This is an optimization exercise on Yosys and OpenROAD, whose aim is small area, a short achievable clock period and few clock cycles, not a production implementation. The RTL was checked by simulation tests, not by an equivalence proof against the original design. Power and IR drop assume default switching activity.

==> design/flow/design.v <==
module EC_2(
    input  logic       Enter,
    input  logic       Clk,
    input  logic       Reset,
    input  logic [7:0] Data_input,
    input  logic       Load_en,
    input  logic [4:0] Load_addr,
    input  logic [7:0] Load_data,
    output logic       Halt,
    output logic       In_wait,
    output logic [7:0] Data_output
    );
    localparam logic [2:0] OP_LOAD  = 3'd0;
    localparam logic [2:0] OP_STORE = 3'd1;
    localparam logic [2:0] OP_ADD   = 3'd2;
    localparam logic [2:0] OP_SUB   = 3'd3;
    localparam logic [2:0] OP_IN    = 3'd4;
    localparam logic [2:0] OP_JZ    = 3'd5;
    localparam logic [2:0] OP_JPOS  = 3'd6;
    localparam logic [2:0] OP_HALT  = 3'd7;
    logic [7:0] mem [0:31];
    logic [4:0] pc;       
    logic [7:0] ir_d;     
    logic       vd;       
    logic [4:0] ir_e;     
    logic       e_ld, e_st, e_add, e_sub;
    logic [7:0] opnd;     
    logic       tk;       
    logic [7:0] a;
    logic       halt_r;   
    logic       inw;      
    wire stall = halt_r | (inw & ~Enter);
    wire       nx_valid = tk | vd;
    wire [7:0] nx_word  = tk ? opnd : ir_d;
    wire [2:0] nx_op    = nx_word[7:5];
    wire [4:0] ra       = nx_word[4:0];
    wire [7:0] bx    = opnd ^ {8{e_sub}};
    wire [7:0] g0    = a & bx;
    wire [7:0] p0    = a ^ bx;
    wire [7:0] gk = {g0[7:1], g0[0] | (p0[0] & e_sub)};
    wire [7:0] pk = {p0[7:1], 1'b0};
    wire [7:0] g1 = gk | (pk & {gk[6:0], 1'b0});
    wire [7:0] p1 = pk & {pk[6:0], 1'b0};
    wire [7:0] g2 = g1 | (p1 & {g1[5:0], 2'b0});
    wire [7:0] p2 = p1 & {p1[5:0], 2'b0};
    wire [7:0] g3 = g2 | (p2 & {g2[3:0], 4'b0});
    wire [7:0] carry = {g3[6:0], e_sub};
    wire [7:0] sum   = p0 ^ carry;
    wire [7:0] ab_x     = a ^ opnd;
    wire       add_zero = (ab_x == {a[6:0] | opnd[6:0], 1'b0});
    wire       sub_zero = (ab_x == 8'd0);
    wire e_keep = ~(e_ld | e_add | e_sub | inw);
    wire [7:0] a_nx = ({8{e_ld}}          & opnd) |
                      ({8{e_add | e_sub}} & sum) |
                      ({8{inw}}           & Data_input) |
                      ({8{e_keep}}        & a);
    wire z_nx = (e_ld  & (opnd == 8'd0)) |
                (e_add & add_zero) |
                (e_sub & sub_zero) |
                (inw   & (Data_input == 8'd0)) |
                (e_keep & (a == 8'd0));
    logic [7:0] rd_op, rd_f;
    always_comb begin
        rd_op = 8'd0;
        rd_f  = 8'd0;
        for (int i = 0; i < 32; i++) begin
            rd_op = rd_op | (mem[i] & {8{ra == 5'(i)}});
            rd_f  = rd_f  | (mem[i] & {8{pc == 5'(i)}});
        end
    end
    wire [7:0] op_nx = (e_st && ir_e == ra) ? a : rd_op;
    wire       nx_store = nx_valid & (nx_op == OP_STORE);
    wire       refetch  = nx_store & (ra == pc);
    wire [7:0] f_nx = (e_st && ir_e == pc) ? a : rd_f;
    wire tk_nx = nx_valid & (((nx_op == OP_JZ) & z_nx) |
                             ((nx_op == OP_JPOS) & ~a_nx[7]));
    wire [4:0] ra_p1 = {ra[4] ^ (&ra[3:0]), ra[3] ^ (&ra[2:0]), ra[2] ^ (&ra[1:0]), ra[1] ^ ra[0], ~ra[0]};
    wire [4:0] pc_p1 = {pc[4] ^ (&pc[3:0]), pc[3] ^ (&pc[2:0]), pc[2] ^ (&pc[1:0]), pc[1] ^ pc[0], ~pc[0]};
    wire [4:0] pc_nx = tk_nx ? ra_p1 : refetch ? pc : pc_p1;
    always_ff @(posedge Clk or posedge Reset) begin
        if (Reset) begin
            pc     <= 5'd0;
            vd     <= 1'b0;
            a      <= 8'd0;
            e_ld   <= 1'b0;
            e_st   <= 1'b0;
            e_add  <= 1'b0;
            e_sub  <= 1'b0;
            tk     <= 1'b0;
            halt_r <= 1'b0;
            inw    <= 1'b0;
        end else if (!stall) begin
            pc     <= pc_nx;
            vd     <= ~refetch;
            a      <= a_nx;
            e_ld   <= nx_valid & (nx_op == OP_LOAD);
            e_st   <= nx_store;
            e_add  <= nx_valid & (nx_op == OP_ADD);
            e_sub  <= nx_valid & (nx_op == OP_SUB);
            tk     <= tk_nx;
            halt_r <= nx_valid & (nx_op == OP_HALT);
            inw    <= nx_valid & (nx_op == OP_IN);
        end
    end
    always_ff @(posedge Clk) begin
        if (!stall)
            ir_d <= f_nx;
    end
    always_ff @(posedge Clk) begin
        ir_e <= ra;
        opnd <= op_nx;
    end
    logic       ld_en;
    logic [4:0] ld_addr;
    logic [7:0] ld_data;
    always_ff @(posedge Clk) begin
        ld_en   <= Load_en;
        ld_addr <= Load_addr;
        ld_data <= Load_data;
    end
    always_ff @(posedge Clk) begin
        if (ld_en)
            mem[ld_addr] <= ld_data;
        else if (e_st)
            mem[ir_e] <= a;
    end
    assign Halt        = halt_r;
    assign In_wait     = inw;
    assign Data_output = a;
endmodule
==> design/flow/flow/run.sh <==
#!/bin/bash
# Own layout flow: the standard flow (standard.sh) with three changes.
#  - sky130_fd_sc_hd__a222oi_1 is added to the platform's don't-use cells.
#    It has no stronger size, and as the last gate of a memory read it drives
#    a long wire slowly, which the resizer cannot fix.
#  - Ports are buffered with buf_4 rather than the default choice (a slow
#    clkdlybuf4s50_1 on the outputs).
#  - Clock tree synthesis runs with the usual arguments plus
#    -dont_use_dummy_load, so it adds no dummy load cells to the clock tree,
#    and with larger sink clusters (30 sinks, 80 um) on the default buffers.
# Everything else, including the synthesis script, is the standard flow.
# Each ORFS step logs to orfs/logs/...; make's own output goes to
# flow_make.log here.
set -euo pipefail
PLATFORM_DONT_USE="sky130_fd_sc_hd__probe_p_8 sky130_fd_sc_hd__probec_p_8 sky130_fd_sc_hd__lpflow_bleeder_1 sky130_fd_sc_hd__lpflow_clkbufkapwr_1 sky130_fd_sc_hd__lpflow_clkbufkapwr_16 sky130_fd_sc_hd__lpflow_clkbufkapwr_2 sky130_fd_sc_hd__lpflow_clkbufkapwr_4 sky130_fd_sc_hd__lpflow_clkbufkapwr_8 sky130_fd_sc_hd__lpflow_clkinvkapwr_1 sky130_fd_sc_hd__lpflow_clkinvkapwr_16 sky130_fd_sc_hd__lpflow_clkinvkapwr_2 sky130_fd_sc_hd__lpflow_clkinvkapwr_4 sky130_fd_sc_hd__lpflow_clkinvkapwr_8 sky130_fd_sc_hd__lpflow_decapkapwr_12 sky130_fd_sc_hd__lpflow_decapkapwr_3 sky130_fd_sc_hd__lpflow_decapkapwr_4 sky130_fd_sc_hd__lpflow_decapkapwr_6 sky130_fd_sc_hd__lpflow_decapkapwr_8 sky130_fd_sc_hd__lpflow_inputiso0n_1 sky130_fd_sc_hd__lpflow_inputiso0p_1 sky130_fd_sc_hd__lpflow_inputiso1n_1 sky130_fd_sc_hd__lpflow_inputiso1p_1 sky130_fd_sc_hd__lpflow_inputisolatch_1 sky130_fd_sc_hd__lpflow_isobufsrc_1 sky130_fd_sc_hd__lpflow_isobufsrc_16 sky130_fd_sc_hd__lpflow_isobufsrc_2 sky130_fd_sc_hd__lpflow_isobufsrc_4 sky130_fd_sc_hd__lpflow_isobufsrc_8 sky130_fd_sc_hd__lpflow_isobufsrckapwr_16 sky130_fd_sc_hd__lpflow_lsbuf_lh_hl_isowell_tap_1 sky130_fd_sc_hd__lpflow_lsbuf_lh_hl_isowell_tap_2 sky130_fd_sc_hd__lpflow_lsbuf_lh_hl_isowell_tap_4 sky130_fd_sc_hd__lpflow_lsbuf_lh_isowell_4 sky130_fd_sc_hd__lpflow_lsbuf_lh_isowell_tap_1 sky130_fd_sc_hd__lpflow_lsbuf_lh_isowell_tap_2 sky130_fd_sc_hd__lpflow_lsbuf_lh_isowell_tap_4 "
bash standard.sh finish \
  DONT_USE_CELLS="$PLATFORM_DONT_USE sky130_fd_sc_hd__a222oi_1" \
  BUFFER_PORTS_ARGS="-buffer_cell sky130_fd_sc_hd__buf_4" \
  CTS_ARGS="-sink_clustering_enable -repair_clock_nets -dont_use_dummy_load -sink_clustering_size 30 -sink_clustering_max_diameter 80" \
  > flow_make.log 2>&1
==> design/flow/standard.sh <==
#!/bin/bash
# synth_recipe.tcl (not shown) runs the flow's synth.tcl, then flattens the netlist and writes it again
# the make line also repeats each setting of config.mk as NAME=value (left out here)
make -C /OpenROAD-flow-scripts/flow DESIGN_CONFIG=/design/flow/config.mk WORK_HOME=/design/flow/orfs CLKGATE_MAP_FILE= SYNTH_SCRIPT=/design/flow/synth_recipe.tcl "${@:-finish}"
==> design/flow/config.mk <==
export PLATFORM = sky130hd
export DESIGN_NAME = EC_2
export DESIGN_NICKNAME = EC_2
export VERILOG_FILES = /design/flow/design.v
export SDC_FILE = /design/flow/constraint.sdc
export NUM_CORES = 4
export LEC_CHECK = 0
export CAP_MARGIN = 20
export CORE_MARGIN = 2
export CORE_UTILIZATION = 50
export SETUP_SLACK_MARGIN = 5
export SLEW_MARGIN = 20
export TNS_END_PERCENT = 100
==> design/flow/constraint.sdc <==
create_clock -name core_clock -period 8.0 [get_ports {Clk}]
set_input_delay 1.6000 -clock core_clock [delete_from_list [all_inputs] [get_ports {Clk}]]
set_output_delay 1.6000 -clock core_clock [all_outputs]
set_load 0.01 [all_outputs]
==> out/results.txt, run 1 <==
The weighted congestion reported at the end of routability-driven placement is 1.19, and the max-capacitance violation count is 0. After detailed routing, the number of vias per cell comes to 7.70. Cell at the root of the clock tree: sky130_fd_sc_hd__clkbuf_16.

The DRC violation total after the first TritonRoute iteration is 2,436. For this design the top-level I/O count stands at 35. After routing, the total negative slack on setup checks comes to 0 ps.

The H-tree level count was 1; the slew at the pin closest to its max-slew limit was 1160 ps. The maximum count of clock buffers along a single path was 3; the worst-path maximum fanout was 26. Yosys mapped a number of flops with a built-in enable equal to 264. Clock skew on the completed layout was measured at 42.5 ps. The maximum frequency from static timing analysis came out at 311 MHz.

Counting stages on the worst path, the most repeated cell is sky130_fd_sc_hd__buf_4. Global routing finished with a remaining overflow of 0. Worst min-delay path category: register to register.

The tools report the worst vdd rail ir drop as 0.000261 V. The slowest stage of the critical path is the sky130_fd_sc_hd__a22oi_2 cell. The iteration count of the initial detailed-routing pass is 8, and the HPWL after detailed placement is 53,300 µm. A synthesized cell averages 12.3 µm². The run gives 1,192 as the synthesized instance count.

The prevailing post-synth register cell is sky130_fd_sc_hd__edfxtp_1. The static leakage is 5.69 nW. The sequential area share after synthesis is 0.615. The number of synthesized register bits is 312. The first global-routing pass estimated 97,500 µm of wire.

The yosys synthesis warning count came out at 1. The worst setup path is of the register to register kind. The final net count is 1,327, and the maximum number of pins on one net before global-route repair is 33. In this run the horizontal extent of the chip is 175 µm.

Measured along the y axis, the die boundary spans 175 µm. The tools report the required time of the critical path as 8240 ps. The TritonCTS sink count came out at 312. Element type at the critical path end: a register. The share of flip-flops with an asynchronous set or reset is 0.0673, and the number of DRC violations after detailed routing is 0.

The floorplan step defined a die boundary enclosing 0.0307 mm². Counting distinct cell types in the post-synthesis netlist gives 70. The dominant delay contributor by cell family on the critical path is simple AND/OR/NAND/NOR gates.

For the number of antenna violations at the first check in global routing, the log shows 6. The number of max-slew violations in the final report was 0; the number of I/O port buffers was 34. The total via count after detailed routing was 12,767; the number of buffers and inverters on the critical path was 2. After clock tree synthesis, the clock-pin slew on the worst setup and hold paths is 80 ps. TritonCTS built the clock tree. After detailed routing, the average wire length per cell comes to 44.0 µm. The tools report the standard-cell row count as 62.

The mapped netlist covers 0.0146 mm². The area growth from synthesis to layout is 13.6%. STA puts the critical path data arrival time at 3460 ps.

The delay contributed by the slowest stage of the critical path is 550 ps, and the initial core utilization is 0.509. The share of layout cells above drive strength 1 works out to 0.191. When the netlist entered floorplanning its net count stood at 1,245. Setup repair after global routing could not meet its margin everywhere. In this run, post-CTS hold repair placed 0 buffers.

The worst setup path is launched from a register. Walking the worst path, the cells encountered are buf_4 > nand2b_2 > nor2_1 > buf_4 > a22oi_2 > nand4_1 > nor4_2 > a21oi_1. The run finished with no timing, DRC or antenna violations.

Overall track demand over capacity in global routing: 0.472. The post-route fraction of the period consumed by the critical path was 0.402. The tools report the number of global-route vias before repair as 11,877. The run gives 0.229 as the tightest slew margin relative to the limit. The clock reaches the later pin of the worst-skew pair after 530 ps.

Power spread over the standard cell area amounts to 379 mW/mm². The region available for standard cell placement spans 0.0288 mm². The routed design has 73,100 µm of wire. The count of endpoints failing hold in the final timing report came out at 0.

The smallest clock period supported by the final layout is computed as 3220 ps. The tools report the share of the core filled with cells in the final layout as 0.578. Setup violations remaining at the end of the flow were counted as 0. The detail route stage leaves a number of antenna-violating nets equal to 0.

The number of clock buffers added by TritonCTS is 17.
## worst paths after layout
| kind | startpoint | end | slack, ps | cells past startpoint |
|---|---|---|---|---|
| setup reg to reg | pc[3]$_DFFE_PP0P_ | ir_d[1]$_DFFE_PP_ | 4780 | 8 |
| hold / removal | vd$_DFFE_PP0P_ | vd$_DFFE_PP0P_ | 480 | 1 |
| min in group asynchronous | Reset | a[2]$_DFFE_PP0P_ | 1250 | 2 |
| setup / recovery | pc[3]$_DFFE_PP0P_ | ir_d[1]$_DFFE_PP_ | 4780 | 8 |
| max in group asynchronous | Reset | tk$_DFFE_PP0P_ | 6100 | 2 |
| hold reg to reg | vd$_DFFE_PP0P_ | vd$_DFFE_PP0P_ | 480 | 1 |
## cell usage after synthesis (6+ instances only)
cell type	instances	area (µm²)
sky130_fd_sc_hd__edfxtp_1	264	7930
sky130_fd_sc_hd__nor2_1	124	465
sky130_fd_sc_hd__nand2_1	118	443
sky130_fd_sc_hd__a22oi_1	114	856
sky130_fd_sc_hd__a22o_1	59	517
sky130_fd_sc_hd__a21oi_1	34	170
sky130_fd_sc_hd__inv_1	30	113
sky130_fd_sc_hd__nand4_1	29	181
sky130_fd_sc_hd__a221oi_1	28	245
sky130_fd_sc_hd__o21ai_0	28	140
sky130_fd_sc_hd__dfxtp_1	27	541
sky130_fd_sc_hd__ha_1	27	338
sky130_fd_sc_hd__nor4_1	25	156
sky130_fd_sc_hd__clkbuf_1	24	90.1
sky130_fd_sc_hd__nand3_1	23	115
sky130_fd_sc_hd__dfrtp_1	21	526
sky130_fd_sc_hd__a221o_1	19	190
sky130_fd_sc_hd__xor2_1	19	166
sky130_fd_sc_hd__nor3_1	18	90.1
sky130_fd_sc_hd__mux2i_1	15	150
sky130_fd_sc_hd__xnor2_1	13	114
sky130_fd_sc_hd__a31oi_1	12	75.1
sky130_fd_sc_hd__nor2b_1	11	68.8
sky130_fd_sc_hd__mux2_2	10	113
sky130_fd_sc_hd__nand2b_1	8	50.1
sky130_fd_sc_hd__a21o_1	6	45.0
sky130_fd_sc_hd__buf_1	6	22.5
## metrics by stage
step	total power [W]	hold WS, ps	cells	instance area, µm²	worst slack [ps]
detailed placement	0.00494	462	1618	15600	4060
floorplan	0.00384	442	1192	14600	5060
CTS	0.00590	480	1638	16200	4900
finish	0.00629	481	1659	16600	4780
global route	0.00644	508	1656	16600	4860
global placement	0.00490	463	1618	15600	4020
## flip-flops by register name, summed over array words and instances, names as in the netlist, 5 cells and up
| name | count |
|---|---|
| ir_e | 5 |
| pc | 5 |
| a | 8 |
| opnd | 8 |
| ld_addr | 5 |
| mem | 256 |
| ld_data | 8 |
| ir_d | 8 |
## per-layer routing
layer / GRT usage / share of wire
met1: 0.585 / 0.35
met2: 0.673 / 0.41
met3: 0.185 / 0.15
met4: 0.341 / 0.10
met5: 0.00321 / 0.00078
## cell type report
| class | count | area, µm² |
|---|---|---|
| clock buffer | 17 | 425 |
| fill | 2357 | 12200 |
| inverter | 31 | 119 |
| tap | 384 | 480 |
| multi-input combinational | 810 | 5820 |
| timing repair buffer | 102 | 769 |
| sequential | 312 | 9010 |
| antenna | 3 | 7.51 |
## report_power, final
part,total (W),internal (W),switching [W]
Clock,0.000891,0.000382,0.000509
Combinational,0.00313,0.00111,0.00203
Sequential,0.00227,0.00200,0.000273
Total,0.00629,0.00348,0.00281
## cells by family (layout without fill, tap and decap cells)
kind of cell,Yosys count,count (layout),share of synthesized area
adders and majority gates,28,28,0.0245
DFF,312,312,0.615
xor gates and xnor gates,33,33,0.0203
muxes,28,28,0.0220
other,0,3,0
AOI/OAI and AO/OA,340,340,0.179
and+or+nand+nor,381,381,0.120
buffers and inverters,70,150,0.0199
## cell usage in the layout (no fill, tap or decap), types with 26 or more instances in the layout
cell / Yosys / routed
sky130_fd_sc_hd__inv_1: 30 / 30
sky130_fd_sc_hd__a21oi_1: 34 / 33
sky130_fd_sc_hd__nor2_1: 124 / 91
sky130_fd_sc_hd__edfxtp_1: 264 / 264
sky130_fd_sc_hd__nand4_1: 29 / 29
sky130_fd_sc_hd__nand2_1: 118 / 114
sky130_fd_sc_hd__dfxtp_1: 27 / 26
sky130_fd_sc_hd__nor2_2: 5 / 38
sky130_fd_sc_hd__buf_4: 1 / 101
sky130_fd_sc_hd__a22o_1: 59 / 58
sky130_fd_sc_hd__a22oi_1: 114 / 108
## repair_timing
item                                    CTS  global route
setup buffers                             3            18
endpoints found under the setup margin  162            91
pin swaps                                 2            10
resized for setup                        41            57
## worst reg2reg max path: stages (launching register included)
cell,delay [ps]
sky130_fd_sc_hd__dfrtp_1,340
sky130_fd_sc_hd__buf_4,400
sky130_fd_sc_hd__nand2b_2,420
sky130_fd_sc_hd__nor2_1,100
sky130_fd_sc_hd__buf_4,210
sky130_fd_sc_hd__a22oi_2,550
sky130_fd_sc_hd__nand4_1,370
sky130_fd_sc_hd__nor4_2,420
sky130_fd_sc_hd__a21oi_1,140
Testbench counts, summed over its fixed seeds: cycles 43,846.
==> inputs of run 2 (changes only) <==
--- a/design/flow/config.mk
+++ b/design/flow/config.mk
@@ -7,7 +7,7 @@
 export LEC_CHECK = 0
 export CAP_MARGIN = 20
 export CORE_MARGIN = 2
-export CORE_UTILIZATION = 50
+export CORE_UTILIZATION = 42
 export SETUP_SLACK_MARGIN = 5
 export SLEW_MARGIN = 20
 export TNS_END_PERCENT = 100
==> run 2 against run 1 <==
  * Still clean
  * Wire length is 1.3% higher
  * Hold slack better by 7.4 ps
  * Register-to-register slack better by 160 ps
  * Critical path type unchanged
  * Largest cell class unchanged
  * Highest routed layer unchanged
==> out/results.txt, run 2 <==
The run finished with no timing, DRC or antenna violations. The run gives 488 ps (was 481 ps) as the post-route worst hold slack. Yosys synthesis warning count: 1 (unchanged). The logs give 0.230 (was 0.229) for the tightest slew margin relative to the limit and 0.0364 mm² (was 0.0307 mm²) for the full die area. The share of flip-flops with an asynchronous set or reset was 0.0673 (unchanged). The start-to-end type of the worst setup path is register to register (unchanged). The synthesized area per cell works out to 12.3 µm² (unchanged). The tools report the internal power summed over all cells as 0.00364 W (was 0.00348 W).

The run gives 0.615 (unchanged) as the sequential area share after synthesis. Worst vdd rail ir drop: 0.000223 V (was 0.000261 V). The run gives 53,900 µm (was 53,300 µm) as the HPWL after detailed placement. Cells along the critical path: ha_4 > and3_1 > ha_1 > a22o_4 > a2111oi_4 > nand4_1 > nor4_4 > a21oi_1 (was buf_4 > nand2b_2 > nor2_1 > buf_4 > a22oi_2 > nand4_1 > nor4_2 > a21oi_1). The run gives 0.00285 W (was 0.00281 W) as the switching component of the power. For the area inside the core boundary, the log shows 0.0345 mm² (was 0.0288 mm²).

The register bank with the most flops is mem (unchanged). Total via count after detailed routing: 12,473 (was 12,767). For the total I/O pin count, the log shows 35 (unchanged). The post-synthesis cell type with the largest combined area was sky130_fd_sc_hd__edfxtp_1 (unchanged). The run gives 0 (unchanged) as the max-capacitance violation count. The run gives 327 MHz (was 311 MHz) as the maximum frequency from static timing analysis.

Library cell contributing the largest single delay on the critical path: sky130_fd_sc_hd__dfrtp_2 (was sky130_fd_sc_hd__a22oi_2). Most used standard cell by instance count after synthesis: sky130_fd_sc_hd__edfxtp_1 (unchanged). For the final routed wirelength across all metal layers, the log shows 74,000 µm (was 73,100 µm).

The clock network fraction of design power came out at 0.155 (was 0.142). Top cells by area, synth: sky130_fd_sc_hd__edfxtp_1, sky130_fd_sc_hd__a22oi_1, sky130_fd_sc_hd__dfxtp_1 (unchanged). The most common cell after layout, fill and taps aside was sky130_fd_sc_hd__edfxtp_1 (unchanged). The number of synthesized flops with an enable pin is 264 (unchanged). The maximum number of pins on one net before global-route repair came out at 33 (unchanged).

The run gives 312 (unchanged) as the TritonCTS sink count. The required time of the critical path is 8250 ps (was 8240 ps), and the slew at the pin closest to its max-slew limit is 1150 ps (was 1160 ps). The standard-cell row count was 68 (was 62); the number of DRC violations after detailed routing was 0 (unchanged).

The proportion of netlist area held by the largest area contributor is 0.542 (unchanged), and the number of global-route vias before repair is 11,585 (was 11,877). The tools report the H-tree level count as 1 (unchanged). The tools report the synthesized instance count as 1,192 (unchanged). The synthesis-to-layout area growth is 16.5% (was 13.6%).

The data arrival time of the critical path was 3310 ps (was 3460 ps); the post-route fraction of the period consumed by the critical path was 0.382 (was 0.402). The run gives 3 (was 6) as the number of antenna violations at the first check in global routing. The tools report the register-to-register path setup slack as 4940 ps (was 4780 ps). Maximum count of clock buffers along a single path: 3 (unchanged). Synthesized net count: 1,245 (unchanged). The initial core utilization came out at 0.425 (was 0.509). The tools report the cell total after placement as 1,701 (was 1,618).

The worst min-delay path category was register to register (unchanged). Setup repair after global routing could not meet its margin everywhere. The number of synthesized register bits was 312 (unchanged).

Element type at the critical path end: a register (unchanged). The final net count came out at 1,350 (was 1,327). For the DRC violation total after the first TritonRoute iteration, the log shows 1,987 (was 2,436).

The part of the total power dissipated in combinational logic was 0.494 (was 0.498); the clock-pin transition on the worst setup and hold timing paths was 90 ps (was 80 ps). The count of final setup violators was 0 (unchanged); the number of I/O port buffers was 34 (unchanged). The overall track demand over capacity in global routing was 0.408 (was 0.472); the number of flip-flops in the largest register was 256 (unchanged). The minimum clock period after layout was 3060 ps (was 3220 ps). First-pass GRT wire length: 99,300 µm (was 97,500 µm). The worst-path maximum fanout is 8 (was 26), and the delay contributed by the slowest stage of the critical path is 470 ps (was 550 ps).

The run gives 560 ps (was 530 ps) as the clock insertion delay at the later pin of the skew report. Leftover overflow at the end of global routing: 0 (unchanged). The tools report the quantity of hold-fixing buffers added after cts as 0 (unchanged). The static leakage is 5.89 nW (was 5.69 nW). The average wire per cell in the routed design was 42.3 µm (was 44.0 µm). The net switching fraction of the power came out at 0.439 (was 0.447). Weighted congestion reported at the end of routability-driven placement: 1.09 (was 1.19).

The dominant delay contributor by cell family on the critical path is simple AND/OR/NAND/NOR gates (unchanged). The mean number of vias per cell came out at 7.12 (was 7.70). TritonCTS built the clock tree.

The power per cell area was 380 mW/mm² (was 379 mW/mm²). The part of the total power dissipated in sequential elements was 0.350 (was 0.360). Commonest cells in the netlist: sky130_fd_sc_hd__edfxtp_1, sky130_fd_sc_hd__nor2_1, sky130_fd_sc_hd__nand2_1, sky130_fd_sc_hd__a22oi_1, sky130_fd_sc_hd__a22o_1 (unchanged). The share of layout cells above drive strength 1 works out to 0.204 (was 0.191). The number of clock buffers inserted by TritonCTS was 21 (was 17); the worst clock skew on the final layout was 42.2 ps (was 42.5 ps). The number of different library cells in the post-synthesis netlist was 70 (unchanged). The die width is 191 µm (was 175 µm), and the count of endpoints failing hold in the final timing report is 0 (unchanged). The tools report the cell area after technology mapping as 0.0146 mm² (unchanged). Number of max-slew violations in the final report: 0 (unchanged). Y dimension of the die: 191 µm (was 175 µm). Prevailing post-synth register cell: sky130_fd_sc_hd__edfxtp_1 (unchanged).

Startpoint kind of the worst setup timing path: a register (unchanged). Most used cells in the layout excluding fill and tap cells: sky130_fd_sc_hd__edfxtp_1, sky130_fd_sc_hd__buf_4, sky130_fd_sc_hd__nand2_1 (was sky130_fd_sc_hd__edfxtp_1, sky130_fd_sc_hd__nand2_1, sky130_fd_sc_hd__a22oi_1). The post-detailed-route count of antenna-violating nets was 0 (unchanged); the final total negative setup slack was 0 ps (unchanged). The run gives 1,752 (was 1,659) as the final instance count without filler cells. The tools report the iteration count of the initial detailed-routing pass as 6 (was 8). The cell at the root of the clock tree is sky130_fd_sc_hd__clkbuf_16 (unchanged). The number of buffers and inverters on the critical path works out to 0 (was 2). The number of fillers in the final layout is 3,073 (was 2,357).
[run 2: changes by cell type in the layout (fill, tap and decap cells not counted), moves of 3 or more]
cell	delta
sky130_fd_sc_hd__nor2_4	+4
sky130_fd_sc_hd__clkbuf_16	+4
sky130_fd_sc_hd__nor2_1	+9
sky130_fd_sc_hd__buf_6	+3
sky130_fd_sc_hd__nor2_2	-13
sky130_fd_sc_hd__buf_4	+14
sky130_fd_sc_hd__nor3_1	-3
[run 2: area by class of cell]
type | instances | area, µm² | area share
sequential | 312 | 9010 | 0.529
multi-input combinational | 810 | 5880 | 0.345
timing repair buffer | 121 | 933 | 0.0548
tap | 455 | 569 | 0.0334
clock buffer | 21 | 526 | 0.0308
inverter | 31 | 123 | 0.00719
antenna | 2 | 5.00 | 0.000294
[run 2: kinds of logic (layout without fill, tap and decap cells)]
group	count (synthesis)	in the layout	share of synthesized area
AND/OR/NAND/NOR	381	381	0.120
AO/OA/AOI/OAI	340	340	0.179
flip-flops	312	312	0.615
buffers and inverters	70	173	0.0199
XOR/XNOR	33	33	0.0203
adder cells (fa/ha/maj)	28	28	0.0245
multiplexers	28	28	0.0220
other	0	2	0
[run 2: final timing paths]
kind	startpoint	to	depth (start not counted)
worst min-delay path	vd$_DFFE_PP0P_	vd$_DFFE_PP0P_	1
worst max-delay path	pc[0]$_DFFE_PP0P_	ir_d[6]$_DFFE_PP_	8
min in group asynchronous	Reset	e_sub$_DFFE_PP0P_	2
worst max register to register	pc[0]$_DFFE_PP0P_	ir_d[6]$_DFFE_PP_	8
worst min register to register	vd$_DFFE_PP0P_	vd$_DFFE_PP0P_	1
max in group asynchronous	Reset	pc[1]$_DFFE_PP0P_	2
[run 2: worst reg2reg max path: cells and delay by family (launching register included)]
kind	cells	cell delay [ps]
AOI/OAI and AO/OA	3	880
and+or+nand+nor	3	870
adders and majority gates	2	540
DFF	1	470
[run 2: stage by stage]
step	instance area, µm²	utilization	worst slack, ps	total power, W
6_report	17000	0.495	4940	0.00649
5_1_grt	17000	0.495	4960	0.00669
4_1_cts	16700	0.484	4930	0.00616
3_5_place_dp	15800	0.458	3630	0.00499
3_3_place_gp	15800	0.458	3500	0.00499
2_1_floorplan	14600	-	5060	0.00384
[run 2: per-layer routing]
metal	up-vias	track usage	wire, µm
li1	4919	-	-
met1	6180	0.546	28400
met2	1087	0.583	30700
met3	283	0.118	8890
met4	4	0.251	5960
met5	-	0	39
[run 2: what timing repair did]
item                                    CTS  global route
endpoints found under the hold margin     0             0
pin swaps                                 6            14
endpoints found under the setup margin   23            30
buffers inserted                          8            20
resized for setup                        62            43
[run 2: power by group through the flow]
stage / clock network, W / logic [W] / registers [W]
after floorplan: 0 / 0.00169 / 0.00215
after global placement: 0 / 0.00269 / 0.00230
final: 0.00101 / 0.00321 / 0.00227
after detailed placement: 0 / 0.00269 / 0.00230
after global routing: 0.00107 / 0.00333 / 0.00229
after CTS: 0.00101 / 0.00288 / 0.00227
==> inputs of run 3 (changes only) <==
--- a/design/flow/config.mk
+++ b/design/flow/config.mk
@@ -7,7 +7,7 @@
 export LEC_CHECK = 0
 export CAP_MARGIN = 20
 export CORE_MARGIN = 2
-export CORE_UTILIZATION = 42
+export CORE_UTILIZATION = 48
 export SETUP_SLACK_MARGIN = 5
 export SLEW_MARGIN = 20
 export TNS_END_PERCENT = 100
==> run 3 against run 2 <==
  * Still clean
  * Synthesized cell count unchanged
  * Clock skew up 18 ps
  * Area after synthesis unchanged
  * Critical path depth up 1
  * Sequential share of layout area up 1.5 points
  * First-iteration DRC count up 14%
  * Flip-flop and latch count unchanged
  * Worst setup slack worse by 27 ps
  * Wire length down 0.48%
  * Global-route usage up 5.9 points
==> out/results.txt, run 3 <==
For the leftover overflow at the end of global routing, the log shows 0 (unchanged). The flow ran to the end and the layout has no timing, DRC or antenna violations. The clock-pin transition on the worst setup and hold timing paths is 90 ps (about the same). The startpoint kind of the worst setup timing path was a register (unchanged). TritonCTS built the clock tree. The worst vdd rail ir drop is 0.000253 V (was 0.000223 V), and the mean number of vias per cell is 7.70 (was 7.12). The prevailing post-synth register cell was sky130_fd_sc_hd__edfxtp_1 (unchanged). The run gives 0.0298 mm² (was 0.0345 mm²) as the area inside the core boundary. The number of flip-flops in the largest register is 256 (unchanged), and the initial core utilization is 0.491 (was 0.425). The post-detailed-route count of antenna-violating nets is 0 (unchanged). The tools report the total via count after detailed routing as 12,782 (was 12,473).

Final routed wirelength across all metal layers: 73,700 µm (was 74,000 µm). The logs give 0.0146 mm² (unchanged) for the cell area after technology mapping and 0 (was 2) for the number of inserted diodes. The number of I/O port buffers was 34 (unchanged). The data arrival time of the critical path is 3460 ps (was 3310 ps), and the power per cell area is 379 mW/mm² (was 380 mW/mm²). The post-synthesis cell type with the largest combined area is sky130_fd_sc_hd__edfxtp_1 (unchanged). The switching component of the power came out at 0.00284 W (was 0.00285 W). The count of endpoints failing hold in the final timing report is 0 (unchanged), and the quantity of hold-fixing buffers added after cts is 0 (unchanged). The number of global-route vias before repair was 12,133 (was 11,585); the maximum number of pins on one net before global-route repair was 33 (unchanged).

Largest family of logic cells by synthesized area: compound AO/OA/AOI/OAI gates (unchanged). The run gives 1 (unchanged) as the yosys synthesis warning count. The logs give 35 (unchanged) for the total I/O pin count and 4 (was 3) for the number of antenna violations at the first check in global routing. The number of synthesized register bits was 312 (unchanged).

The TritonCTS sink count is 312 (unchanged), and the slew at the pin closest to its max-slew limit is 1130 ps (was 1150 ps). The tools report the maximum frequency from static timing analysis as 324 MHz (was 327 MHz). The final total negative setup slack was 0 ps (unchanged). The tools report the count of final setup violators as 0 (unchanged). The overall track demand over capacity in global routing was 0.467 (was 0.408); the synthesis-to-layout area growth was 13.3% (was 16.5%). The run gives 0 (unchanged) as the number of max-slew violations in the final report. The part of the total power dissipated in sequential elements was 0.363 (was 0.350); the H-tree level count was 1 (unchanged). Top cells by area, synth: sky130_fd_sc_hd__edfxtp_1, sky130_fd_sc_hd__a22oi_1, sky130_fd_sc_hd__dfxtp_1 (unchanged). Max-capacitance violation count: 0 (unchanged). The y dimension of the die is 179 µm (was 191 µm), and the HPWL after detailed placement is 53,200 µm (was 53,900 µm). The proportion of netlist area held by the largest area contributor is 0.542 (unchanged), and the clock network fraction of design power is 0.148 (was 0.155). The tools report the cell at the root of the clock tree as sky130_fd_sc_hd__clkbuf_16 (unchanged). The number of different library cells in the post-synthesis netlist is 70 (unchanged). The start-to-end type of the worst setup path is register to register (unchanged). The minimum clock period after layout was 3080 ps (was 3060 ps); the clock insertion delay at the later pin of the skew report was 550 ps (was 560 ps).

The fraction of the mapped netlist area in compound gates was 0.179 (unchanged); the synthesized net count was 1,245 (unchanged). Synthesized instance count: 1,192 (unchanged). The post-synthesis share of cell area spent on xor and xnor gates was 0.0203 (unchanged).

DRC violation total after the first TritonRoute iteration: 2,264 (was 1,987). The static leakage is 5.69 nW (was 5.89 nW). The tools report the number of DRC violations after detailed routing as 0 (unchanged).

Most common cell after layout, fill and taps aside: sky130_fd_sc_hd__edfxtp_1 (unchanged). The proportion of synthesized area in mux cells came out at 0.0220 (unchanged). Synthesized area per cell: 12.3 µm² (unchanged). The tools report the final net count as 1,325 (was 1,350). Sequential area share after synthesis: 0.615 (unchanged). The tools report the element type at the critical path end as a register (unchanged).

Commonest cells in the netlist: sky130_fd_sc_hd__edfxtp_1, sky130_fd_sc_hd__nor2_1, sky130_fd_sc_hd__nand2_1, sky130_fd_sc_hd__a22oi_1, sky130_fd_sc_hd__a22o_1 (unchanged). The worst-path maximum fanout is 10 (was 8). The worst clock skew on the final layout came out at 59.9 ps (was 42.2 ps). The register bank with the most flops is mem (unchanged). For the number of clock buffers inserted by TritonCTS, the log shows 18 (was 21). Most used cells in the layout excluding fill and tap cells: sky130_fd_sc_hd__edfxtp_1, sky130_fd_sc_hd__nand2_1, sky130_fd_sc_hd__a22oi_1 (was sky130_fd_sc_hd__edfxtp_1, sky130_fd_sc_hd__buf_4, sky130_fd_sc_hd__nand2_1). The tightest slew margin relative to the limit was 0.246 (was 0.230); the net switching fraction of the power was 0.452 (was 0.439).

The tools report the maximum count of clock buffers along a single path as 3 (unchanged). The run gives 5 (was 6) as the iteration count of the initial detailed-routing pass. For the final total power, the log shows 0.00628 W (was 0.00649 W). Number of synthesized flops with an enable pin: 264 (unchanged).

Setup repair after global routing could not meet its margin everywhere. The adder-cell share of the synthesized area works out to 0.0245 (unchanged). The tools report the part of the total power dissipated in combinational logic as 0.488 (was 0.494). The worst min-delay path category was register to register (unchanged).

The logs give 63 (was 68) for the standard-cell row count and 8380 ps (was 8250 ps) for the required time of the critical path. The die width is 179 µm (was 191 µm), and the first-pass GRT wire length is 98,700 µm (was 99,300 µm). The share of layout cells above drive strength 1 is 0.185 (was 0.204). The internal power summed over all cells is 0.00344 W (was 0.00364 W), and the full die area is 0.0319 mm² (was 0.0364 mm²). The simple logic cell fraction of the synthesized area came out at 0.120 (unchanged). The share of flip-flops with an asynchronous set or reset was 0.0673 (unchanged); the register-to-register path setup slack was 4920 ps (was 4940 ps). The most used standard cell by instance count after synthesis is sky130_fd_sc_hd__edfxtp_1 (unchanged).

The tools report the weighted congestion reported at the end of routability-driven placement as 1.10 (was 1.09). The average wire per cell in the routed design was 44.4 µm (was 42.3 µm). The post-route fraction of the period consumed by the critical path works out to 0.386 (was 0.382).
run 3: final cells by class:
class,count,area [µm²]
Clock buffer,18,450
Fill cell,2459,13200
Inverter,31,123
Multi-Input combinational cell,810,5770
Sequential cell,312,9010
Tap cell,390,488
Timing Repair Buffer,99,743
run 3: kinds of logic after synthesis:
family,count (synthesis)
buffers and inverters,70
AND/OR/NAND/NOR,381
XOR/XNOR,33
flip-flops,312
multiplexers,28
AO/OA/AOI/OAI,340
adder cells (fa/ha/maj),28
run 3: final timing paths:
kind / start / to / depth (start not counted)
setup / recovery: tk$_DFFE_PP0P_ / opnd[7]$_DFF_P_ / 9
hold / removal: vd$_DFFE_PP0P_ / vd$_DFFE_PP0P_ / 1
setup reg to reg: tk$_DFFE_PP0P_ / opnd[7]$_DFF_P_ / 9
hold reg to reg: vd$_DFFE_PP0P_ / vd$_DFFE_PP0P_ / 1
max in group asynchronous: Reset / tk$_DFFE_PP0P_ / 2
min in group asynchronous: Reset / pc[2]$_DFFE_PP0P_ / 2
run 3: through the flow:
step / utilization / cells / cell area [µm²] / hold slack, ps / worst slack [ps]
6_report: 0.556 / 1660 / 16600 / 509 / 4920
5_1_grt: 0.556 / 1660 / 16600 / 517 / 4970
4_1_cts: 0.549 / 1655 / 16400 / 489 / 4910
3_5_place_dp: 0.526 / 1632 / 15700 / 467 / 3870
3_3_place_gp: 0.526 / 1632 / 15700 / 471 / 3950
2_1_floorplan: - / 1192 / 14600 / 442 / 5060
run 3: critical path, cell delays in order, from the launching register on:
cell	delay, ps
sky130_fd_sc_hd__dfrtp_4	530
sky130_fd_sc_hd__buf_4	220
sky130_fd_sc_hd__nor3_1	450
sky130_fd_sc_hd__nor2_2	180
sky130_fd_sc_hd__nor2_1	600
sky130_fd_sc_hd__buf_4	300
sky130_fd_sc_hd__a22oi_1	100
sky130_fd_sc_hd__nand4_1	130
sky130_fd_sc_hd__nor3_1	60
sky130_fd_sc_hd__a31oi_1	380
run 3: layer usage:
metal / track usage / part of all wire / vias to the layer above / routed length (µm)
li1: - / - / 4871 / -
met1: 0.558 / 0.34 / 6247 / 24900
met2: 0.695 / 0.43 / 1284 / 31400
met3: 0.146 / 0.13 / 374 / 9610
met4: 0.375 / 0.10 / 6 / 7670
met5: 0.0160 / 0.0010 / - / 76
run 3: power groups by stage:
stage	clock network [W]	registers [W]	logic, W
finish	0.000933	0.00228	0.00307
global route	0.000977	0.00229	0.00316
CTS	0.000927	0.00226	0.00282
detailed placement	0	0.00230	0.00269
global placement	0	0.00229	0.00267
floorplan	0	0.00215	0.00169
run 3: repair_timing:
item | CTS | global route
pin swaps | 0 | 4
resized for setup | 46 | 39
buffers inserted | 5 | 4
cloned | 0 | 0
endpoints found under the setup margin | 156 | 29
==> inputs of run 4 (changes only) <==
--- a/design/flow/config.mk
+++ b/design/flow/config.mk
@@ -7,7 +7,7 @@
 export LEC_CHECK = 0
 export CAP_MARGIN = 20
 export CORE_MARGIN = 2
-export CORE_UTILIZATION = 48
+export CORE_UTILIZATION = 45
 export SETUP_SLACK_MARGIN = 5
 export SLEW_MARGIN = 20
 export TNS_END_PERCENT = 100
==> run 4 against run 3 <==
  * Total power shrank 1.0%
  * Register-to-register slack gained 50 ps
  * Die area grew 6.5%
  * Non-clock buffer count grew 3
  * Critical path depth shrank 1
  * Fmax grew 1.8%
  * Combinational power shrank 3%
  * Final cell count grew 3.4%
  * Hold slack lost 19 ps
  * Clock power grew 2.8%
  * Largest cell class unchanged
  * Largest power group unchanged
==> out/results.txt, run 4 <==
The tools report the clock insertion delay at the later pin of the skew report as 560 ps (was 550 ps). The tools report the maximum number of pins on one net before global-route repair as 33 (unchanged). The run gives 0 (unchanged) as the count of endpoints failing hold in the final timing report.

The worst clock skew on the final layout was 53.8 ps (was 59.9 ps). The count of final setup violators is 0 (unchanged), and the total cell area at the placement stage is 0.0157 mm² (about the same). The register-to-register path setup slack was 4970 ps (was 4920 ps); the number of I/O port buffers was 34 (unchanged).

The run gives 0 (unchanged) as the leftover overflow at the end of global routing. The start-to-end type of the worst setup path was register to register (unchanged). TritonCTS sink count: 312 (unchanged). The tools report the full die area as 0.0340 mm² (was 0.0319 mm²). The flow ran to the end and the layout has no timing, DRC or antenna violations. Final total power: 0.00622 W (was 0.00628 W). For the number of clock buffers inserted by TritonCTS, the log shows 19 (was 18). The iteration count of the initial detailed-routing pass was 7 (was 5). Startpoint kind of the worst setup timing path: a register (unchanged). The clock-pin transition on the worst setup and hold timing paths is 80 ps (was 90 ps), and the slew at the pin closest to its max-slew limit is 1120 ps (was 1130 ps). The number of max-slew violations in the final report was 0 (unchanged); the number of synthesized register bits was 312 (unchanged).

Register bank with the most flops: mem (unchanged). The number of flip-flops in the largest register works out to 256 (unchanged). The die width is 184 µm (was 179 µm), and the synthesized instance count is 1,192 (unchanged). The prevailing post-synth register cell is sky130_fd_sc_hd__edfxtp_1 (unchanged). The weighted congestion reported at the end of routability-driven placement was 1.09 (was 1.10). The y dimension of the die works out to 184 µm (was 179 µm).

The tools report the first-pass GRT wire length as 94,200 µm (was 98,700 µm). The final total negative setup slack was 0 ps (unchanged); the maximum count of clock buffers along a single path was 3 (unchanged). The proportion of netlist area held by the largest area contributor is 0.542 (unchanged), and the standard-cell row count is 66 (was 63).

The area inside the core boundary is 0.0323 mm² (was 0.0298 mm²). The synthesis-to-layout area growth came out at 13.9% (was 13.3%). Most used cells in the layout excluding fill and tap cells: sky130_fd_sc_hd__edfxtp_1, sky130_fd_sc_hd__nand2_1, sky130_fd_sc_hd__a22oi_1 (unchanged). The worst hold path cell count came out at 1 (unchanged). The initial core utilization is 0.453 (was 0.491).

The run gives 3290 ps (was 3460 ps) as the data arrival time of the critical path. The reg-to-reg critical path endpoint is ir_d[6]$_DFFE_PP_ (was opnd[7]$_DFF_P_). The run gives 11,275 (was 12,133) as the number of global-route vias before repair. The average wire per cell in the routed design is 40.6 µm (was 44.4 µm). The mean number of vias per cell came out at 7.17 (was 7.70). The element type at the critical path end is a register (unchanged). The share of layout cells above drive strength 1 is 0.181 (was 0.185), and the total via count after detailed routing is 12,305 (was 12,782). Number of synthesized flops with an enable pin: 264 (unchanged). The worst min-delay path category was register to register (unchanged). For the DRC violation total after the first TritonRoute iteration, the log shows 2,312 (was 2,264).

The cell area after technology mapping is 0.0146 mm² (unchanged). Worst vdd rail ir drop: 0.000229 V (was 0.000253 V). The tools report the number of inserted diodes as 0 (unchanged). Cell at the root of the clock tree: sky130_fd_sc_hd__clkbuf_16 (unchanged). The tools report the origin of the critical flop-to-flop path as pc[1]$_DFFE_PP0P_ (was tk$_DFFE_PP0P_). The total I/O pin count is 35 (unchanged), and the post-route fraction of the period consumed by the critical path is 0.379 (was 0.386). Final net count: 1,329 (was 1,325).

The synthesized area per cell came out at 12.3 µm² (unchanged). The post-synthesis cell type with the largest combined area was sky130_fd_sc_hd__edfxtp_1 (unchanged). The tools report the max-capacitance violation count as 0 (unchanged).

Setup repair after global routing could not meet its margin everywhere. The tools report the static leakage as 5.70 nW (was 5.69 nW). Commonest cells in the netlist: sky130_fd_sc_hd__edfxtp_1, sky130_fd_sc_hd__nor2_1, sky130_fd_sc_hd__nand2_1, sky130_fd_sc_hd__a22oi_1, sky130_fd_sc_hd__a22o_1 (unchanged).

TritonCTS built the clock tree. The final instance area came out at 0.0167 mm² (was 0.0166 mm²). The tools report the HPWL after detailed placement as 51,300 µm (was 53,200 µm). The overall track demand over capacity in global routing is 0.413 (was 0.467), and the tightest slew margin relative to the limit is 0.253 (was 0.246). The share of flip-flops with an asynchronous set or reset came out at 0.0673 (unchanged).

The first element of the critical path was pc[1]$_DFFE_PP0P_ (was tk$_DFFE_PP0P_). The number of antenna violations at the first check in global routing is 0 (was 4), and the power per cell area is 373 mW/mm² (was 379 mW/mm²). The cell total after placement was 1,680 (was 1,632); the final routed wirelength across all metal layers was 69,800 µm (was 73,700 µm). The logs give 1,716 (was 1,660) for the final instance count without filler cells and 0.615 (unchanged) for the sequential area share after synthesis. The tools report the worst hold endpoint as vd$_DFFE_PP0P_ (unchanged). The post-detailed-route count of antenna-violating nets was 0 (unchanged). Most used standard cell by instance count after synthesis: sky130_fd_sc_hd__edfxtp_1 (unchanged).

The length in cells of the worst reg-to-reg path was 8 (was 9). The yosys synthesis warning count came out at 1 (unchanged). The logs give 330 MHz (was 324 MHz) for the maximum frequency from static timing analysis and 8260 ps (was 8380 ps) for the required time of the critical path.

The number of different library cells in the post-synthesis netlist is 70 (unchanged). The run gives 1 (unchanged) as the H-tree level count. The worst-path maximum fanout is 8 (was 10), and the number of DRC violations after detailed routing is 0 (unchanged). The most common cell after layout, fill and taps aside was sky130_fd_sc_hd__edfxtp_1 (unchanged).

Top cells by area, synth: sky130_fd_sc_hd__edfxtp_1, sky130_fd_sc_hd__a22oi_1, sky130_fd_sc_hd__dfxtp_1 (unchanged). Synthesized net count: 1,245 (unchanged). The minimum clock period after layout came out at 3030 ps (was 3080 ps). The start point of the worst min-delay path was vd$_DFFE_PP0P_ (unchanged).
[run 4: cell counts after synthesis]
Identical to the previous run, type by type.
[run 4: critical path, stage by stage, from the launching register on]
cell and delay [ps]:
sky130_fd_sc_hd__dfrtp_1 460, sky130_fd_sc_hd__ha_2 300, sky130_fd_sc_hd__and3_1 210, sky130_fd_sc_hd__ha_1 310, sky130_fd_sc_hd__a22o_1 310, sky130_fd_sc_hd__a2111oi_2 430, sky130_fd_sc_hd__nand4_1 350, sky130_fd_sc_hd__nor4_2 250
sky130_fd_sc_hd__a21oi_1 130
[run 4: worst max-delay path by stage]
stage                        endpoint  cells past startpoint
finish              ir_d[6]$_DFFE_PP_                      8
global route        ir_d[4]$_DFFE_PP_                     10
CTS                 pc[4]$_DFFE_PP0P_                     10
detailed placement    opnd[4]$_DFF_P_                     11
global placement      opnd[5]$_DFF_P_                     10
floorplan             opnd[1]$_DFF_P_                     13
[run 4: per-stage QoR]
stage               hold WS [ps]   util  worst slack (ps)
finish                       490  0.516              4970
CTS                          485  0.508              5010
detailed placement           466  0.486              4220
global placement             462  0.486              4290
floorplan                    442      -              5060
global route                 515  0.516              4940
[run 4: cell type report]
cell class / count / area [µm²]
inverter: 31 / 126
sequential: 312 / 9010
tap: 442 / 553
clock buffer: 19 / 475
timing repair buffer: 102 / 793
fill: 2829 / 15600
multi-input combinational: 810 / 5710
[run 4: what timing repair did]
| action | 4_1_cts | 5_1_grt |
|---|---|---|
| endpoints found under the setup margin | 182 | 64 |
| pin swaps | 3 | 6 |
| gates resized for setup | 42 | 43 |
| hold buffers | 0 | 0 |
| buffers inserted | 5 | 12 |
[run 4: where the power goes]
group	leakage [nW]	switching, W	total, W	internal, W
clock network	0.234	0.000536	0.000959	0.000424
registers	2.87	0.000284	0.00228	0.00200
logic	2.60	0.00190	0.00298	0.00108
total	5.70	0.00272	0.00622	0.00350
[run 4: cell families after synthesis]
logic type	synth area share
AO/OA/AOI/OAI	0.179
XOR/XNOR	0.0203
adder cells (fa/ha/maj)	0.0245
buffers and inverters	0.0199
flip-flops	0.615
multiplexers	0.0220
AND/OR/NAND/NOR	0.120
[run 4: layer usage]
layer | GRT usage | vias to the layer above | part of all wire
met4 | 0.200 | 0 | 0.064
met2 | 0.586 | 1127 | 0.41
met3 | 0.133 | 232 | 0.14
li1 | - | 4863 | -
met1 | 0.569 | 6083 | 0.39
met5 | 0 | - | 0
==> inputs of run 5 (changes only) <==
--- a/design/flow/config.mk
+++ b/design/flow/config.mk
@@ -8,6 +8,6 @@
 export CAP_MARGIN = 20
 export CORE_MARGIN = 2
 export CORE_UTILIZATION = 45
-export SETUP_SLACK_MARGIN = 5
+export SETUP_SLACK_MARGIN = 4.5
 export SLEW_MARGIN = 20
 export TNS_END_PERCENT = 100
==> run 5 against run 4 <==
  * Flip-flop and latch count is the same
  * Final cell count decreased by 0.99%
  * Clock power down 6.9%
  * First-iteration DRC count rose by 1.8%
  * Critical endpoint is now ir_d[0]$_DFFE_PP_
  * Highest routed layer is now met5
==> out/results.txt, run 5 <==
The run finished with no timing, DRC or antenna violations. Cells along the critical path: inv_1 > ha_1 > buf_4 > nand2_1 > nor2_1 > a221oi_1 > o2111ai_1 > nor2_1 > a21oi_1 (was ha_2 > and3_1 > ha_1 > a22o_1 > a2111oi_2 > nand4_1 > nor4_2 > a21oi_1). For the number of inserted diodes, the log shows 0 (unchanged). Most used cells in the layout excluding fill and tap cells: sky130_fd_sc_hd__edfxtp_1, sky130_fd_sc_hd__nand2_1, sky130_fd_sc_hd__nor2_1 (was sky130_fd_sc_hd__edfxtp_1, sky130_fd_sc_hd__nand2_1, sky130_fd_sc_hd__a22oi_1). The clock insertion delay at the later pin of the skew report is 550 ps (was 560 ps).

Synthesis-to-layout area growth: 10.9% (was 13.9%). The tools report the required time of the critical path as 8330 ps (was 8260 ps). For the data arrival time of the critical path, the log shows 3960 ps (was 3290 ps). The most used standard cell by instance count after synthesis is sky130_fd_sc_hd__edfxtp_1 (unchanged).

The maximum number of pins on one net before global-route repair is 33 (unchanged), and the number of flip-flops in the largest register is 256 (unchanged). The register bank with the most flops is mem (unchanged). The library cell contributing the largest single delay on the critical path is sky130_fd_sc_hd__nor2_1 (was sky130_fd_sc_hd__dfrtp_1).

For the synthesized net count, the log shows 1,245 (unchanged). The synthesized area per cell is 12.3 µm² (unchanged), and the full die area is 0.0340 mm² (unchanged). The final net count was 1,312 (was 1,329). The run gives 1.17 (was 1.09) as the weighted congestion reported at the end of routability-driven placement. The logs give 0.117 (was 0.253) for the tightest slew margin relative to the limit and 97,700 µm (was 94,200 µm) for the first-pass GRT wire length. The tools report the overall track demand over capacity in global routing as 0.433 (was 0.413). The number of DRC violations after detailed routing came out at 0 (unchanged). The slew at the pin closest to its max-slew limit is 1320 ps (was 1120 ps), and the number of synthesized flops with an enable pin is 264 (unchanged). Share of layout cells above drive strength 1: 0.126 (was 0.181).

The average wire per cell in the routed design was 42.9 µm (was 40.6 µm). Start point of the worst min-delay path: vd$_DFFE_PP0P_ (unchanged). The delay contributed by the slowest stage of the critical path is 1090 ps (was 460 ps).

The post-detailed-route count of antenna-violating nets was 0 (unchanged). The post-synthesis cell type with the largest combined area is sky130_fd_sc_hd__edfxtp_1 (unchanged). The run gives 3 (unchanged) as the maximum count of clock buffers along a single path.

The HPWL after detailed placement was 54,300 µm (was 51,300 µm); the final routed wirelength across all metal layers was 73,000 µm (was 69,800 µm). The number of buffers and inverters on the critical path is 2 (was 0). For the H-tree level count, the log shows 1 (unchanged). The worst-path maximum fanout was 18 (was 8). The library cell appearing most often on the critical path is sky130_fd_sc_hd__nor2_1. Setup repair after global routing left no endpoint under its margin.

The minimum clock period after layout was 3630 ps (was 3030 ps). The number of different library cells in the post-synthesis netlist was 70 (unchanged). For the sequential area share after synthesis, the log shows 0.615 (unchanged).

The standard-cell row count is 66 (unchanged). The count of final setup violators is 0 (unchanged), and the total cell area at the placement stage is 0.0157 mm² (about the same). The run gives 312 (unchanged) as the TritonCTS sink count. The final instance area was 0.0162 mm² (was 0.0167 mm²); the number of antenna violations at the first check in global routing was 3 (was 0). Most common cell after layout, fill and taps aside: sky130_fd_sc_hd__edfxtp_1 (unchanged). TritonCTS built the clock tree.

The maximum frequency from static timing analysis is 276 MHz (was 330 MHz), and the DRC violation total after the first TritonRoute iteration is 2,353 (was 2,312). The static leakage is 5.58 nW (was 5.70 nW), and the worst clock skew on the final layout is 69.1 ps (was 53.8 ps). For the cell area after technology mapping, the log shows 0.0146 mm² (unchanged).

The initial core utilization came out at 0.453 (unchanged). The prevailing post-synth register cell is sky130_fd_sc_hd__edfxtp_1 (unchanged). The tools report the count of endpoints failing hold in the final timing report as 0 (unchanged). The startpoint kind of the worst setup timing path is a register (unchanged). The run gives 0.000211 V (was 0.000229 V) as the worst vdd rail ir drop.

The tools report the total I/O pin count as 35 (unchanged). First element of the critical path: pc[1]$_DFFE_PP0P_ (unchanged). The element type at the critical path end is a register (unchanged). The proportion of netlist area held by the largest area contributor works out to 0.542 (unchanged). The dominant delay contributor by cell family on the critical path is simple AND/OR/NAND/NOR gates (was compound AO/OA/AOI/OAI gates). The leftover overflow at the end of global routing was 0 (unchanged); the number of I/O port buffers was 34 (unchanged).

The number of max-slew violations in the final report is 0 (unchanged), and the mean number of vias per cell is 7.28 (was 7.17). The cell at the root of the clock tree is sky130_fd_sc_hd__clkbuf_16 (unchanged). Commonest cells in the netlist: sky130_fd_sc_hd__edfxtp_1, sky130_fd_sc_hd__nor2_1, sky130_fd_sc_hd__nand2_1, sky130_fd_sc_hd__a22oi_1, sky130_fd_sc_hd__a22o_1 (unchanged). The yosys synthesis warning count is 1 (unchanged), and the y dimension of the die is 184 µm (unchanged). The run gives 0 ps (unchanged) as the final total negative setup slack.

The quantity of hold-fixing buffers added after cts is 0 (unchanged). Top cells by area, synth: sky130_fd_sc_hd__edfxtp_1, sky130_fd_sc_hd__a22oi_1, sky130_fd_sc_hd__dfxtp_1 (unchanged). The run gives 2,843 (was 2,829) as the number of fillers in the final layout. The share of flip-flops with an asynchronous set or reset is 0.0673 (unchanged), and the power per cell area is 371 mW/mm² (was 373 mW/mm²). The max-capacitance violation count is 0 (unchanged). The origin of the critical flop-to-flop path was pc[1]$_DFFE_PP0P_ (unchanged). Worst min-delay path category: register to register (unchanged).

The start-to-end type of the worst setup path was register to register (unchanged). The run gives 485 ps (was 490 ps) as the post-route worst hold slack. The number of synthesized register bits works out to 312 (unchanged).

The run gives 12,363 (was 12,305) as the total via count after detailed routing. The area inside the core boundary is 0.0323 mm² (unchanged), and the iteration count of the initial detailed-routing pass is 6 (was 7). The number of clock buffers inserted by TritonCTS came out at 17 (was 19). The synthesized instance count came out at 1,192 (unchanged).

The number of global-route vias before repair was 11,502 (was 11,275); the die width was 184 µm (unchanged). Clock-pin transition on the worst setup and hold timing paths: 100 ps (was 80 ps). The post-route fraction of the period consumed by the critical path is 0.453 (was 0.379).
==> run 5: cell type report <==
cell class / instances / area [µm²] / share of cell area
repair buffers: 87 / 657 / 0.0405
multi-input cells: 810 / 5480 / 0.338
flip-flops and latches: 312 / 9000 / 0.554
clock buffers: 17 / 425 / 0.0262
inverters: 31 / 119 / 0.00732
well taps: 442 / 553 / 0.0341
==> run 5: per-stage QoR <==
step / setup WS, ps / std cells / total power (W) / util
floorplan: 4970 / 1192 / 0.00384 / -
global placement: 3930 / 1680 / 0.00496 / 0.486
detailed placement: 3860 / 1681 / 0.00496 / 0.486
CTS: 4530 / 1698 / 0.00585 / 0.501
global route: 4510 / 1699 / 0.00620 / 0.503
finish: 4370 / 1699 / 0.00603 / 0.503
==> run 5: report_power, final <==
part | switching, W | internal [W]
clock network | 0.000511 | 0.000382
logic | 0.00191 | 0.000960
registers | 0.000271 | 0.00199
==> run 5: kinds of logic after synthesis <==
logic type / share of synthesized area
simple gates: 0.120
mux: 0.0220
flops: 0.615
xor+xnor: 0.0203
buf+inv: 0.0199
compound gates: 0.179
fa+ha+maj: 0.0245
==> run 5: per-layer routing <==
| layer | track usage | part of all wire | up-vias |
|---|---|---|---|
| met3 | 0.135 | 0.13 | 282 |
| li1 | - | - | 4835 |
| met1 | 0.560 | 0.37 | 6127 |
| met5 | 0 | 0.00033 | - |
| met2 | 0.637 | 0.42 | 1115 |
| met4 | 0.263 | 0.081 | 4 |
==> run 5: final timing paths <==
kind / end / slack, ps / cells past startpoint
min in group asynchronous: a[0]$_DFFE_PP0P_ / 1270 / 2
hold / removal: vd$_DFFE_PP0P_ / 490 / 1
setup reg to reg: ir_d[0]$_DFFE_PP_ / 4370 / 9
setup / recovery: ir_d[0]$_DFFE_PP_ / 4370 / 9
hold reg to reg: vd$_DFFE_PP0P_ / 490 / 1
max in group asynchronous: tk$_DFFE_PP0P_ / 6090 / 2
==> run 5: repair_timing <==
| item | in CTS | in global routing |
|---|---|---|
| buffers inserted | 0 | 1 |
| endpoints found under the setup margin | 10 | 8 |
| gates resized for setup | 9 | 7 |
| endpoints found under the hold margin | 0 | 0 |
==> run 5: worst reg2reg max path, stage by stage, from the launching register on <==
cell,delay [ps]
sky130_fd_sc_hd__dfrtp_1,460
sky130_fd_sc_hd__inv_1,130
sky130_fd_sc_hd__ha_1,150
sky130_fd_sc_hd__buf_4,290
sky130_fd_sc_hd__nand2_1,340
sky130_fd_sc_hd__nor2_1,1090
sky130_fd_sc_hd__a221oi_1,290
sky130_fd_sc_hd__o2111ai_1,300
sky130_fd_sc_hd__nor2_1,180
sky130_fd_sc_hd__a21oi_1,210
==> inputs of run 6 (changes only) <==
--- a/design/flow/config.mk
+++ b/design/flow/config.mk
@@ -8,6 +8,6 @@
 export CAP_MARGIN = 20
 export CORE_MARGIN = 2
 export CORE_UTILIZATION = 45
-export SETUP_SLACK_MARGIN = 4.5
+export SETUP_SLACK_MARGIN = 5
 export SLEW_MARGIN = 20
-export TNS_END_PERCENT = 100
+export TNS_END_PERCENT = 50
==> run 6 against run 5 <==
  * Still clean
  * Area after synthesis unchanged
  * Final area is 2.6% higher
  * Hold slack gained 0.98 ps
  * Sequential share of layout area down 1.3 points
  * Global-route usage fell by 2.0 points
  * First-iteration DRC count down 6.2%
  * Largest cell class unchanged
==> out/results.txt, run 6 <==
The slew at the pin closest to its max-slew limit came out at 1170 ps (was 1320 ps). The maximum frequency from static timing analysis is 322 MHz (was 276 MHz), and the HPWL after detailed placement is 51,300 µm (was 54,300 µm). The final net count was 1,329 (was 1,312). Setup repair after global routing could not meet its margin everywhere. Synthesized instance count: 1,192 (unchanged).

The cell at the root of the clock tree is sky130_fd_sc_hd__clkbuf_16 (unchanged). The clock insertion delay at the later pin of the skew report was 560 ps (was 550 ps); the final instance area was 0.0166 mm² (was 0.0162 mm²). The tools report the full die area as 0.0340 mm² (unchanged). The post-detailed-route count of antenna-violating nets is 0 (unchanged), and the TritonCTS sink count is 312 (unchanged).

The clock-pin transition on the worst setup and hold timing paths was 80 ps (was 100 ps). The synthesized area per cell is 12.3 µm² (unchanged). For the number of inserted diodes, the log shows 0 (unchanged).

Most used standard cell by instance count after synthesis: sky130_fd_sc_hd__edfxtp_1 (unchanged). The sequential area share after synthesis was 0.615 (unchanged); the number of clock buffers inserted by TritonCTS was 19 (was 17). The cell area after technology mapping came out at 0.0146 mm² (unchanged). The register bank with the most flops is mem (unchanged).

The number of different library cells in the post-synthesis netlist is 70 (unchanged), and the die width is 184 µm (unchanged). The run gives 0.413 (was 0.433) as the overall track demand over capacity in global routing. Top cells by area, synth: sky130_fd_sc_hd__edfxtp_1, sky130_fd_sc_hd__a22oi_1, sky130_fd_sc_hd__dfxtp_1 (unchanged).

The first element of the critical path was pc[4]$_DFFE_PP0P_ (was pc[1]$_DFFE_PP0P_). The tools report the start point of the worst min-delay path as vd$_DFFE_PP0P_ (unchanged). The synthesis-to-layout area growth is 13.7% (was 10.9%). The tools report the number of antenna violations at the first check in global routing as 0 (was 3). Worst min-delay path category: register to register (unchanged). The mean number of vias per cell was 7.19 (was 7.28); the setup slack of the critical path after layout was 4900 ps (was 4370 ps).

The run gives 0.453 (unchanged) as the initial core utilization. The logs give 0 ps (unchanged) for the final total negative setup slack and 1 (unchanged) for the yosys synthesis warning count. The worst-path maximum fanout was 27 (was 18). Startpoint kind of the worst setup timing path: a register (unchanged). The DRC violation total after the first TritonRoute iteration is 2,208 (was 2,353), and the number of DRC violations after detailed routing is 0 (unchanged).

The tools report the origin of the critical flop-to-flop path as pc[4]$_DFFE_PP0P_ (was pc[1]$_DFFE_PP0P_). The tools report the required time of the critical path as 8270 ps (was 8330 ps). The post-synthesis cell type with the largest combined area is sky130_fd_sc_hd__edfxtp_1 (unchanged).

Most utilized layer in the global route result: met2 (unchanged). The number of max-slew violations in the final report was 0 (unchanged); the met1 usage was 0.569 (was 0.560). The number of flip-flops in the largest register is 256 (unchanged).

The iteration count of the initial detailed-routing pass came out at 8 (was 6). The run gives 0.217 (was 0.117) as the tightest slew margin relative to the limit. Commonest cells in the netlist: sky130_fd_sc_hd__edfxtp_1, sky130_fd_sc_hd__nor2_1, sky130_fd_sc_hd__nand2_1, sky130_fd_sc_hd__a22oi_1, sky130_fd_sc_hd__a22o_1 (unchanged). The met3 layer usage reported by global route was 0.133 (was 0.135); the met2 capacity usage during global routing was 0.586 (was 0.637).

The y dimension of the die works out to 184 µm (unchanged). H-tree level count: 1 (unchanged). The run gives 0 (unchanged) as the count of final setup violators. The tools report the element type at the critical path end as a register (unchanged).

The maximum count of clock buffers along a single path was 3 (unchanged). The first-pass GRT wire length is 94,200 µm (was 97,700 µm). Post-route fraction of the period consumed by the critical path: 0.388 (was 0.453). The quantity of hold-fixing buffers added after cts was 0 (unchanged); the static leakage was 5.70 nW (was 5.58 nW).

The number of synthesized flops with an enable pin works out to 264 (unchanged). The area inside the core boundary was 0.0323 mm² (unchanged); the data arrival time of the critical path was 3370 ps (was 3960 ps). Standard-cell row count: 66 (unchanged).

The most common cell after layout, fill and taps aside was sky130_fd_sc_hd__edfxtp_1 (unchanged). Total I/O pin count: 35 (unchanged). The number of global-route vias before repair came out at 11,275 (was 11,502). The average wire per cell in the routed design came out at 40.7 µm (was 42.9 µm). The proportion of netlist area held by the largest area contributor is 0.542 (unchanged), and the total cell area at the placement stage is 0.0157 mm² (about the same).

Most used cells in the layout excluding fill and tap cells: sky130_fd_sc_hd__edfxtp_1, sky130_fd_sc_hd__nand2_1, sky130_fd_sc_hd__a22oi_1 (was sky130_fd_sc_hd__edfxtp_1, sky130_fd_sc_hd__nand2_1, sky130_fd_sc_hd__nor2_1). The flow ran to the end and the layout has no timing, DRC or antenna violations. Share of flip-flops with an asynchronous set or reset: 0.0673 (unchanged). The power per cell area is 373 mW/mm² (was 371 mW/mm²), and the total via count after detailed routing is 12,330 (was 12,363).

The number of synthesized register bits works out to 312 (unchanged). The worst clock skew on the final layout was 58.1 ps (was 69.1 ps); the number of I/O port buffers was 34 (unchanged). The start-to-end type of the worst setup path was register to register (unchanged). The share of layout cells above drive strength 1 was 0.178 (was 0.126); the count of endpoints failing hold in the final timing report was 0 (unchanged). The logs give 0 (unchanged) for the max-capacitance violation count and 0.516 (was 0.503) for the share of the core filled with cells in the final layout.

The minimum clock period after layout is 3100 ps (was 3630 ps). The maximum number of pins on one net before global-route repair is 33 (unchanged). The synthesized net count was 1,245 (unchanged); the leftover overflow at the end of global routing was 0 (unchanged). The worst slack after detailed placement was 4220 ps (was 3860 ps). TritonCTS built the clock tree.

The logs give 1.09 (was 1.17) for the weighted congestion reported at the end of routability-driven placement and 69,800 µm (was 73,000 µm) for the final routed wirelength across all metal layers. The tools report the worst vdd rail ir drop as 0.000229 V (was 0.000211 V). The prevailing post-synth register cell is sky130_fd_sc_hd__edfxtp_1 (unchanged).
-- run 6: cells by family (layout without fill, tap and decap cells) --
kind of cell               Yosys count  count (layout)  share of synthesized area
buffers and inverters               70             152                     0.0199
muxes                               28              28                     0.0220
adders and majority gates           28              28                     0.0245
xor gates and xnor gates            33              33                     0.0203
and+or+nand+nor                    381             381                      0.120
DFF                                312             312                      0.615
AOI/OAI and AO/OA                  340             340                      0.179
-- run 6: power breakdown --
| part | internal (W) | total, W | switching (W) |
|---|---|---|---|
| sequential | 0.00200 | 0.00228 | 0.000283 |
| combinational | 0.00108 | 0.00297 | 0.00190 |
| clock | 0.000424 | 0.000962 | 0.000538 |
| total | 0.00350 | 0.00621 | 0.00272 |
-- run 6: area by class of cell --
cell class                 instances  area (µm²)
multi-input combinational        810        5690
clock buffer                      19         475
fill                            2830       15600
inverter                          31         126
tap                              442         553
sequential                       312        9010
timing repair buffer             102         793
-- run 6: worst paths after layout --
path | depth (start not counted) | to | slack, ps
max | 9 | ir_d[5]$_DFFE_PP_ | 4900
min | 1 | vd$_DFFE_PP0P_ | 490
max reg2reg | 9 | ir_d[5]$_DFFE_PP_ | 4900
min reg2reg | 1 | vd$_DFFE_PP0P_ | 490
max in group asynchronous | 2 | tk$_DFFE_PP0P_ | 6080
min in group asynchronous | 2 | a[7]$_DFFE_PP0P_ | 1260
-- run 6: what timing repair did --
action                                 in CTS  in global routing
gates cloned                                0                  0
setup buffers                               5                 12
setup endpoints to repair                 182                 65
pin swaps                                   3                  6
resized for setup                          41                 38
endpoints found under the hold margin       0                  0
-- run 6: metal layers --
metal	part of all wire	vias to the layer above	wire length, µm
met1	0.38	6080	26800
li1	-	4869	-
met2	0.41	1136	28400
met5	0	-	0
met3	0.14	245	10000
met4	0.066	0	4580
-- run 6: critical path, stage by stage (launching register included) --
cell and delay (ps):
sky130_fd_sc_hd__dfrtp_1 360, sky130_fd_sc_hd__buf_8 260, sky130_fd_sc_hd__clkinvlp_4 240, sky130_fd_sc_hd__buf_12 180
sky130_fd_sc_hd__nand2_1 160, sky130_fd_sc_hd__nor2_1 210, sky130_fd_sc_hd__a221oi_2 650, sky130_fd_sc_hd__nand4_1 190
sky130_fd_sc_hd__nor3_2 420, sky130_fd_sc_hd__a21oi_1 120
-- run 6: metrics by stage --
step | hold WS [ps] | power [W] | instances
final | 486 | 0.00621 | 1716
after global placement | 462 | 0.00491 | 1678
after detailed placement | 466 | 0.00491 | 1680
after CTS | 485 | 0.00595 | 1704
after global routing | 515 | 0.00641 | 1716
after floorplan | 442 | 0.00384 | 1192

Re-timed with assumed drivers on the ports (clkbuf_16 on the clock, buf_2 on other inputs), run 6 has 4.898 ns of setup slack against 4.898 ns with ideal ports, and 4.684 ns once port delays also move by the mid clock arrival of 0.584 ns.
